Context: an optimization exercise on an open-source flow, tuned for small area, a short achievable clock period and few clock cycles per item. The choices shown serve that exercise and are no tape-out recipe. Function was checked by simulation only, so behaviour that the tests miss may differ from the original. Power figures rest on the tool's default switching activity, not on a simulated workload.

$ cat design/flow/design.v
module md5(
    input clk,
    input reset,
    input [0:8*8-1] input_num,
    input input_valid,
    output [0:128-1] output_hash,
    output output_valid
);
localparam [31:0] H0 = 32'h67452301;
localparam [31:0] H1 = 32'hefcdab89;
localparam [31:0] H2 = 32'h98badcfe;
localparam [31:0] H3 = 32'h10325476;
reg idle;        
reg run;         
reg done;        
reg [5:0] i;     
reg [31:0] b, c, d, x;
reg [31:0] w0, w1;   
wire [31:0] in_w0 = {input_num[24:31], input_num[16:23], input_num[8:15], input_num[0:7]};
wire [31:0] in_w1 = {input_num[56:63], input_num[48:55], input_num[40:47], input_num[32:39]};
wire last = (i == 6'd63);
always @(posedge clk) begin
    if (reset) begin
        idle <= 1'b1;
        run <= 1'b0;
        done <= 1'b0;
    end else begin
        if (idle && input_valid) begin
            idle <= 1'b0;
            run <= 1'b1;
        end
        if (run && last) begin
            run <= 1'b0;
            done <= 1'b1;
        end
    end
end
reg [31:0] knext;
always @(*) begin
    case (i)
      6'd0: knext = 32'he8c7b756;
      6'd1: knext = 32'h2420715b;
      6'd2: knext = 32'hc1bdceee;
      6'd3: knext = 32'hf57c0faf;
      6'd4: knext = 32'h4787c62a;
      6'd5: knext = 32'ha8304613;
      6'd6: knext = 32'hfd469501;
      6'd7: knext = 32'h698098d8;
      6'd8: knext = 32'h8b44f7af;
      6'd9: knext = 32'hffff5bb1;
      6'd10: knext = 32'h895cd7be;
      6'd11: knext = 32'h6b901122;
      6'd12: knext = 32'hfd987193;
      6'd13: knext = 32'ha67943ce;
      6'd14: knext = 32'h49b40821;
      6'd15: knext = 32'hf61e2562;
      6'd16: knext = 32'hc040b340;
      6'd17: knext = 32'h265e5a51;
      6'd18: knext = 32'he9b6c7aa;
      6'd19: knext = 32'hd62f105d;
      6'd20: knext = 32'h02441453;
      6'd21: knext = 32'hd8a1e681;
      6'd22: knext = 32'he7d3fbc8;
      6'd23: knext = 32'h21e1cde6;
      6'd24: knext = 32'hc3370816;
      6'd25: knext = 32'hf4d50d87;
      6'd26: knext = 32'h455a14ed;
      6'd27: knext = 32'ha9e3e905;
      6'd28: knext = 32'hfcefa478;
      6'd29: knext = 32'h676f02d9;
      6'd30: knext = 32'h8d2a4c8a;
      6'd31: knext = 32'hfffa3942;
      6'd32: knext = 32'h8771f681;
      6'd33: knext = 32'h6d9d6122;
      6'd34: knext = 32'hfde5384c;
      6'd35: knext = 32'ha4beea44;
      6'd36: knext = 32'h4bdecfa9;
      6'd37: knext = 32'hf6bb4b60;
      6'd38: knext = 32'hbebfbc70;
      6'd39: knext = 32'h289b7ec6;
      6'd40: knext = 32'heaa127fa;
      6'd41: knext = 32'hd4ef3085;
      6'd42: knext = 32'h04881d05;
      6'd43: knext = 32'hd9d4d039;
      6'd44: knext = 32'he6db99e5;
      6'd45: knext = 32'h1fa27cf8;
      6'd46: knext = 32'hc4ac56e5;
      6'd47: knext = 32'hf4292244;
      6'd48: knext = 32'h432aff97;
      6'd49: knext = 32'hab9423e7;
      6'd50: knext = 32'hfc93a039;
      6'd51: knext = 32'h655b59c3;
      6'd52: knext = 32'h8f0ccc92;
      6'd53: knext = 32'hffeff47d;
      6'd54: knext = 32'h85845dd1;
      6'd55: knext = 32'h6fa87e4f;
      6'd56: knext = 32'hfe2ce6e0;
      6'd57: knext = 32'ha3014314;
      6'd58: knext = 32'h4e0811a1;
      6'd59: knext = 32'hf7537e82;
      6'd60: knext = 32'hbd3af235;
      6'd61: knext = 32'h2ad7d33b;
      6'd62: knext = 32'heb86d391;
      6'd63: knext = 32'h67452301;
      default: knext = 32'h0;
    endcase
end
wire sel_w0 = i == 6'd18 || i == 6'd40 || i == 6'd47;
wire sel_w1 = i == 6'd0 || i == 6'd15 || i == 6'd35 || i == 6'd54;
wire [31:0] wnext = ({32{sel_w0}} & w0) | ({32{sel_w1}} & w1);
wire [31:0] x_a = idle ? H0 : d;
wire [31:0] x_k = idle ? 32'hd76aa478 : knext;
wire [31:0] x_m = idle ? in_w0 : wnext;
wire [31:0] x_next = x_a + x_k + x_m;
wire [1:0] grp = i[5:4];
reg [31:0] f;
always @(*) begin
    case (grp)
        2'd0: f = (b & c) | (~b & d);
        2'd1: f = (d & b) | (~d & c);
        2'd2: f = b ^ c ^ d;
        default: f = c ^ (b | ~d);
    endcase
end
wire [31:0] t = f + x;
reg [31:0] t1;
always @(*) begin
    case (i[1:0])
        2'd0: t1 = {t[27:0], t[31:28]};    
        2'd1: t1 = {t[22:0], t[31:23]};    
        2'd2: t1 = {t[17:0], t[31:18]};    
        default: t1 = {t[11:0], t[31:12]};  
    endcase
end
reg [1:0] fine;
always @(*) begin
    case ({grp, i[1:0]})
        4'd0, 4'd1, 4'd2: fine = 2'd3;
        4'd3: fine = 2'd2;
        4'd4: fine = 2'd1;
        4'd5, 4'd6, 4'd7: fine = 2'd0;
        4'd8: fine = 2'd0;
        4'd9, 4'd10: fine = 2'd2;
        4'd11: fine = 2'd3;
        4'd12: fine = 2'd2;
        default: fine = 2'd1;
    endcase
end
reg [31:0] t2;
always @(*) begin
    case (fine)
        2'd0: t2 = t1;
        2'd1: t2 = {t1[30:0], t1[31]};
        2'd2: t2 = {t1[29:0], t1[31:30]};
        default: t2 = {t1[28:0], t1[31:29]};
    endcase
end
wire [31:0] b_next = b + t2;
always @(posedge clk) begin
    if (idle) begin
        b <= H1;
        c <= H2;
        d <= H3;
        x <= x_next;
        w0 <= in_w0;
        w1 <= in_w1;
        i <= 6'd0;
    end else if (run) begin
        b <= b_next;
        c <= b;
        d <= c;
        x <= x_next;
        i <= i + 6'd1;
    end
end
wire [31:0] o0 = x;
wire [31:0] o1 = H1 + b;
wire [31:0] o2 = H2 + c;
wire [31:0] o3 = H3 + d;
assign output_valid = done;
assign output_hash = {o0[7:0], o0[15:8], o0[23:16], o0[31:24],
                      o1[7:0], o1[15:8], o1[23:16], o1[31:24],
                      o2[7:0], o2[15:8], o2[23:16], o2[31:24],
                      o3[7:0], o3[15:8], o3[23:16], o3[31:24]};
endmodule
$ cat design/flow/run.sh
#!/bin/bash
# synth_recipe.tcl (not shown) runs the flow's synth.tcl, then flattens the netlist and writes it again
# the make line also repeats each setting of config.mk as NAME=value (left out here)
make -C /OpenROAD-flow-scripts/flow DESIGN_CONFIG=/design/flow/config.mk WORK_HOME=/design/flow/orfs CLKGATE_MAP_FILE= SYNTH_SCRIPT=/design/flow/synth_recipe.tcl finish
$ cat design/flow/config.mk
export PLATFORM = sky130hd
export DESIGN_NAME = md5
export DESIGN_NICKNAME = md5
export VERILOG_FILES = /design/flow/design.v
export SDC_FILE = /design/flow/constraint.sdc
export NUM_CORES = 4
export LEC_CHECK = 0
export CAP_MARGIN = 20
export CORE_MARGIN = 2
export CORE_UTILIZATION = 40
export PLACE_DENSITY = 0.6
export SLEW_MARGIN = 20
$ cat design/flow/constraint.sdc
create_clock -name core_clock -period 10.0 [get_ports {clk}]
set_input_delay 2.0000 -clock core_clock [delete_from_list [all_inputs] [get_ports {clk}]]
set_output_delay 2.0000 -clock core_clock [all_outputs]
set_load 0.01 [all_outputs]
==> run summary <==
-- registers in the layout, summed over array words and instances, names as in the netlist --
name,count
knext,32
b,32
idle,1
w1,32
fine,2
done,1
run,1
w0,32
c,32
d,32
i,6
x,32
-- final cells by class --
class,count,area [sq um],area share (%)
antenna,1,2.50,0.00970
clock buffer,43,828,3.21
timing repair buffer,238,2270,8.82
clock inverter,11,124,0.480
multi-input combinational,2365,15600,60.7
tap,756,946,3.67
sequential,235,5680,22.0
inverter,77,289,1.12
-- cells by family after synthesis --
group           synth area share, %
compound gates                 28.3
xor+xnor                       7.58
fa+ha+maj                      9.86
buf+inv                        5.93
flops                          25.0
mux                            4.86
simple gates                   18.4
-- synthesized netlist by cell type, types with 23 or more instances --
cell type,instances
sky130_fd_sc_hd__o21a_1,26
sky130_fd_sc_hd__nand2_1,346
sky130_fd_sc_hd__dfxtp_1,139
sky130_fd_sc_hd__or2_2,23
sky130_fd_sc_hd__edfxtp_1,96
sky130_fd_sc_hd__xnor2_1,136
sky130_fd_sc_hd__o211ai_1,39
sky130_fd_sc_hd__buf_1,31
sky130_fd_sc_hd__o22ai_1,28
sky130_fd_sc_hd__fa_1,34
sky130_fd_sc_hd__xor2_1,60
sky130_fd_sc_hd__inv_1,71
sky130_fd_sc_hd__ha_1,124
sky130_fd_sc_hd__nor2b_1,46
sky130_fd_sc_hd__nand3_1,56
sky130_fd_sc_hd__a211oi_1,55
sky130_fd_sc_hd__o31ai_1,24
sky130_fd_sc_hd__a21o_1,36
sky130_fd_sc_hd__a31oi_1,46
sky130_fd_sc_hd__a221oi_1,35
sky130_fd_sc_hd__clkbuf_1,221
sky130_fd_sc_hd__o21ai_0,200
sky130_fd_sc_hd__nor2_1,272
sky130_fd_sc_hd__mux2i_1,93
sky130_fd_sc_hd__nor3_1,59
sky130_fd_sc_hd__a22oi_1,35
sky130_fd_sc_hd__a21oi_1,271
-- final timing paths --
kind | start | endpoint | slack (ps) | cells after the start
worst max register to register | i[4] | b[31] | 1400 | 28
worst max-delay path | i[4] | b[31] | 1400 | 28
worst min-delay path | done | done | 480 | 2
worst min register to register | done | done | 480 | 2
-- stage by stage --
stage	std cells	cell area, sq um	hold slack, ps	setup slack, ps	util [%]
floorplan	2949	22600	503	2960	-
global placement	3671	24800	459	1750	44.2
detailed placement	3671	24800	465	1560	44.2
CTS	3725	25800	479	1570	45.9
global route	3725	25800	516	893	45.9
finish	3726	25800	476	1400	45.9
-- power groups by stage --
| stage | Clock [mW] | Combinational (mW) | Sequential, mW |
|---|---|---|---|
| final | 1.07 | 5.27 | 1.50 |
| after global routing | 1.13 | 5.74 | 1.52 |
| after detailed placement | 0 | 5.16 | 1.52 |
| after floorplan | 0 | 3.71 | 1.30 |
| after CTS | 1.08 | 5.18 | 1.50 |
| after global placement | 0 | 5.16 | 1.51 |
-- routing by layer --
layer | GRT usage, % | up-vias | wire length [um] | part of all wire, %
li1 | - | 10700 | - | -
met1 | 40.4 | 11200 | 38400 | 41
met2 | 48.2 | 1085 | 41500 | 45
met3 | 3.74 | 218 | 6630 | 7.1
met4 | 17.4 | 0 | 6210 | 6.7
met5 | 0 | - | 0 | 0
-- critical path, delay by kind of cell, from the launching register on --
family                   cells  cell delay, ps
AO/OA/AOI/OAI               15            4010
adder cells (fa/ha/maj)      2             830
buffers and inverters        1             520
flip-flops                   1            1010
multiplexers                 3             530
AND/OR/NAND/NOR              7            1620
==> key figures <==
Run status
  • Run status: finished clean

Die
  • Core area: 0.0562 sq mm
  • Y dimension of the die: 242 um
  • Width of the chip: 242 um
  • Ports placed on the boundary: between 150 and 200
  • Die outline area: between 0.05 and 0.06 sq mm
  • Row count: between 80 and 90
  • Initial core utilization: ~40%

Logic synthesis
  • Main flop type after synthesis: sky130_fd_sc_hd__dfxtp_1
  • Number of instances in the synthesized netlist: 2949
  • Mapped cell area: about 0.023 sq mm
  • Post-synthesis sequential area ratio: 25.0%
  • Largest area contributor in the netlist: sky130_fd_sc_hd__edfxtp_1
  • Portion of synthesized cell area occupied by the leading cell type: 12.7%
  • Ys async rst share: 0%
  • Post-synth EDFFs: 96
  • Ranking of synthesized cells by area: sky130_fd_sc_hd__edfxtp_1 (13%), sky130_fd_sc_hd__dfxtp_1 (12%), sky130_fd_sc_hd__ha_1 (6.9%)
  • Mapped Nets: 3174
  • Avg Inst Size Synth: roughly 7.7 sq um
  • Flops & latches, synth: 235
  • Post-synth cell types: 92
  • Warning count from the yosys run: 1

Clock network
  • Insertion delay to the later sink of the worst-skew pair: 590 ps
  • Hold-fix buffers, CTS: 0
  • Setup Buffers After CTS: 0
  • Post-CTS clock slew at the launch and capture registers of the worst setup and hold paths: around 80 ps
  • Number of CTS-inserted buffers: 29
  • Maximum level of the CTS H-tree: 1
  • Clock sink count: 235
  • Clock tree root driver cell: sky130_fd_sc_hd__clkbuf_16
  • Resize count post-CTS: 0
  • Clock tree from TritonCTS: built
  • Maximum buffer depth of the clock tree: 3

Final layout
  • Number of inserted filler cells in the final layout: 5657
  • Most frequent cells in the layout: sky130_fd_sc_hd__nand2_1 (346), sky130_fd_sc_hd__nor2_1 (272), sky130_fd_sc_hd__a21oi_1 (271), sky130_fd_sc_hd__o21ai_0 (200), sky130_fd_sc_hd__clkdlybuf4s50_1 (195)
  • Net total in the final layout: between 3000 and 4000
  • Most common cell after layout, fill and taps aside: sky130_fd_sc_hd__nand2_1
  • Signed area change from the synthesized netlist to the final layout: 13.9%
  • Share of final-layout standard cells stronger than drive strength 1: about 5.3%

Drt
  • 1st-iter DRT viols: between 2000 and 3000
  • Count of antenna-violating nets left after detailed routing: 0
  • Routed WL: between 90 and 100 mm
  • Mean routed wirelength per cell: 24.9 um
  • Routed via count: 23100
  • Length of the first detailed-routing pass in iterations: 6
  • DRC violations left: 0
  • Drt via density: 6.21

Pwr
  • LEAKAGE: 9.61 nW
  • Sequential share of power: 19.1%
  • Combinational power share: 67.2%
  • Worst voltage drop across the vdd grid: about 190 uV
  • Net Sw Power: 3.87 mW
  • Switching Share: 49.3%
  • Power Total: ~7.8 mW
  • Power density of the placed cells: 304 mW/mm^2
  • Internal power component: 3.97 mW
  • Clock Power Share: a little over an eighth

Critical path
  • Biggest cell delay along the critical path: about 1000 ps
  • Kind of launch point of the worst setup path: flip-flop
  • Kind of critical path: flip-flop to flip-flop
  • Crit-path max FO: 87
  • Capturing element type of the critical path: flip-flop
  • WP data arrival: slightly above 9000 ps
  • Worst endpoint required time: 10530 ps
  • Slowest stage cell on the critical path: sky130_fd_sc_hd__dfxtp_4

Timing
  • Worst clock skew on the final layout: 31.7 ps
  • Highest Clock Rate: 0.116 GHz
  • RSZ-0062 raised after global routing: false
  • Slew Viols, Final: 0
  • Count of final hold-check violations: 0
  • Final min period: 8600 ps
  • Slew at the pin closest to its max-slew limit: 1080 ps
  • Max_slew headroom: 27.7%
  • Number of setup violations in the final report: 0
  • Final worst path period share: 86.0%
  • Setup Total Neg Slack: 0 ps

Placed design
  • Buffers on Ports: 195
  • Placer congestion estimate: 0.952
  • Estimated wirelength of the detail-placed design: around 70 mm

Job
  • Max-cap viol count: 0

GRT
  • Maximum number of pins on one net before global-route repair: 88
  • Global-route usage over all layers: 30.6%
  • Final global-route overflow total: 0
  • First-pass GRT wire length: roughly 140 mm
  • Via count of the first global-routing pass: 21600
  • Number of antenna violations at the first check in global routing: 0

Min path
  • Min-Delay Path Class: flip-flop to flip-flop
Testbench counts, summed over its fixed seeds: cycles 25,720, hashes 384.

## re-timing with driven ports
How much do the figures lean on ideal ports? The routed layout below was timed once more, with nothing changed but the port constraints. Step 1 (the two cells are an assumption about what drives the block):
set clk [get_ports {clk}]
set_driving_cell -lib_cell sky130_fd_sc_hd__clkbuf_16 $clk
set_driving_cell -lib_cell sky130_fd_sc_hd__buf_2 [delete_from_list [all_inputs] $clk]
Step 2 moves the port delays by t, midway between the first and last clock arrival at a register: inputs arrive t later, outputs are due t later. That takes back most of the time a late clock gives input paths. Three values: no drivers, after step 1, after step 2; two values: the first two.
shift t [ns]: 0.637
setup WS [ns]: 1.401 / 1.401 / 1.401
hold WS [ns]: 0.476 / 0.476 / 0.476
worst setup path at the end: register to register
clock arrival spread, ns: 0.033 / 0.033
After both steps this run still meets setup and hold. The setup slack of this run moves by 0.000 ns with the drivers and by 0.000 ns with both steps.
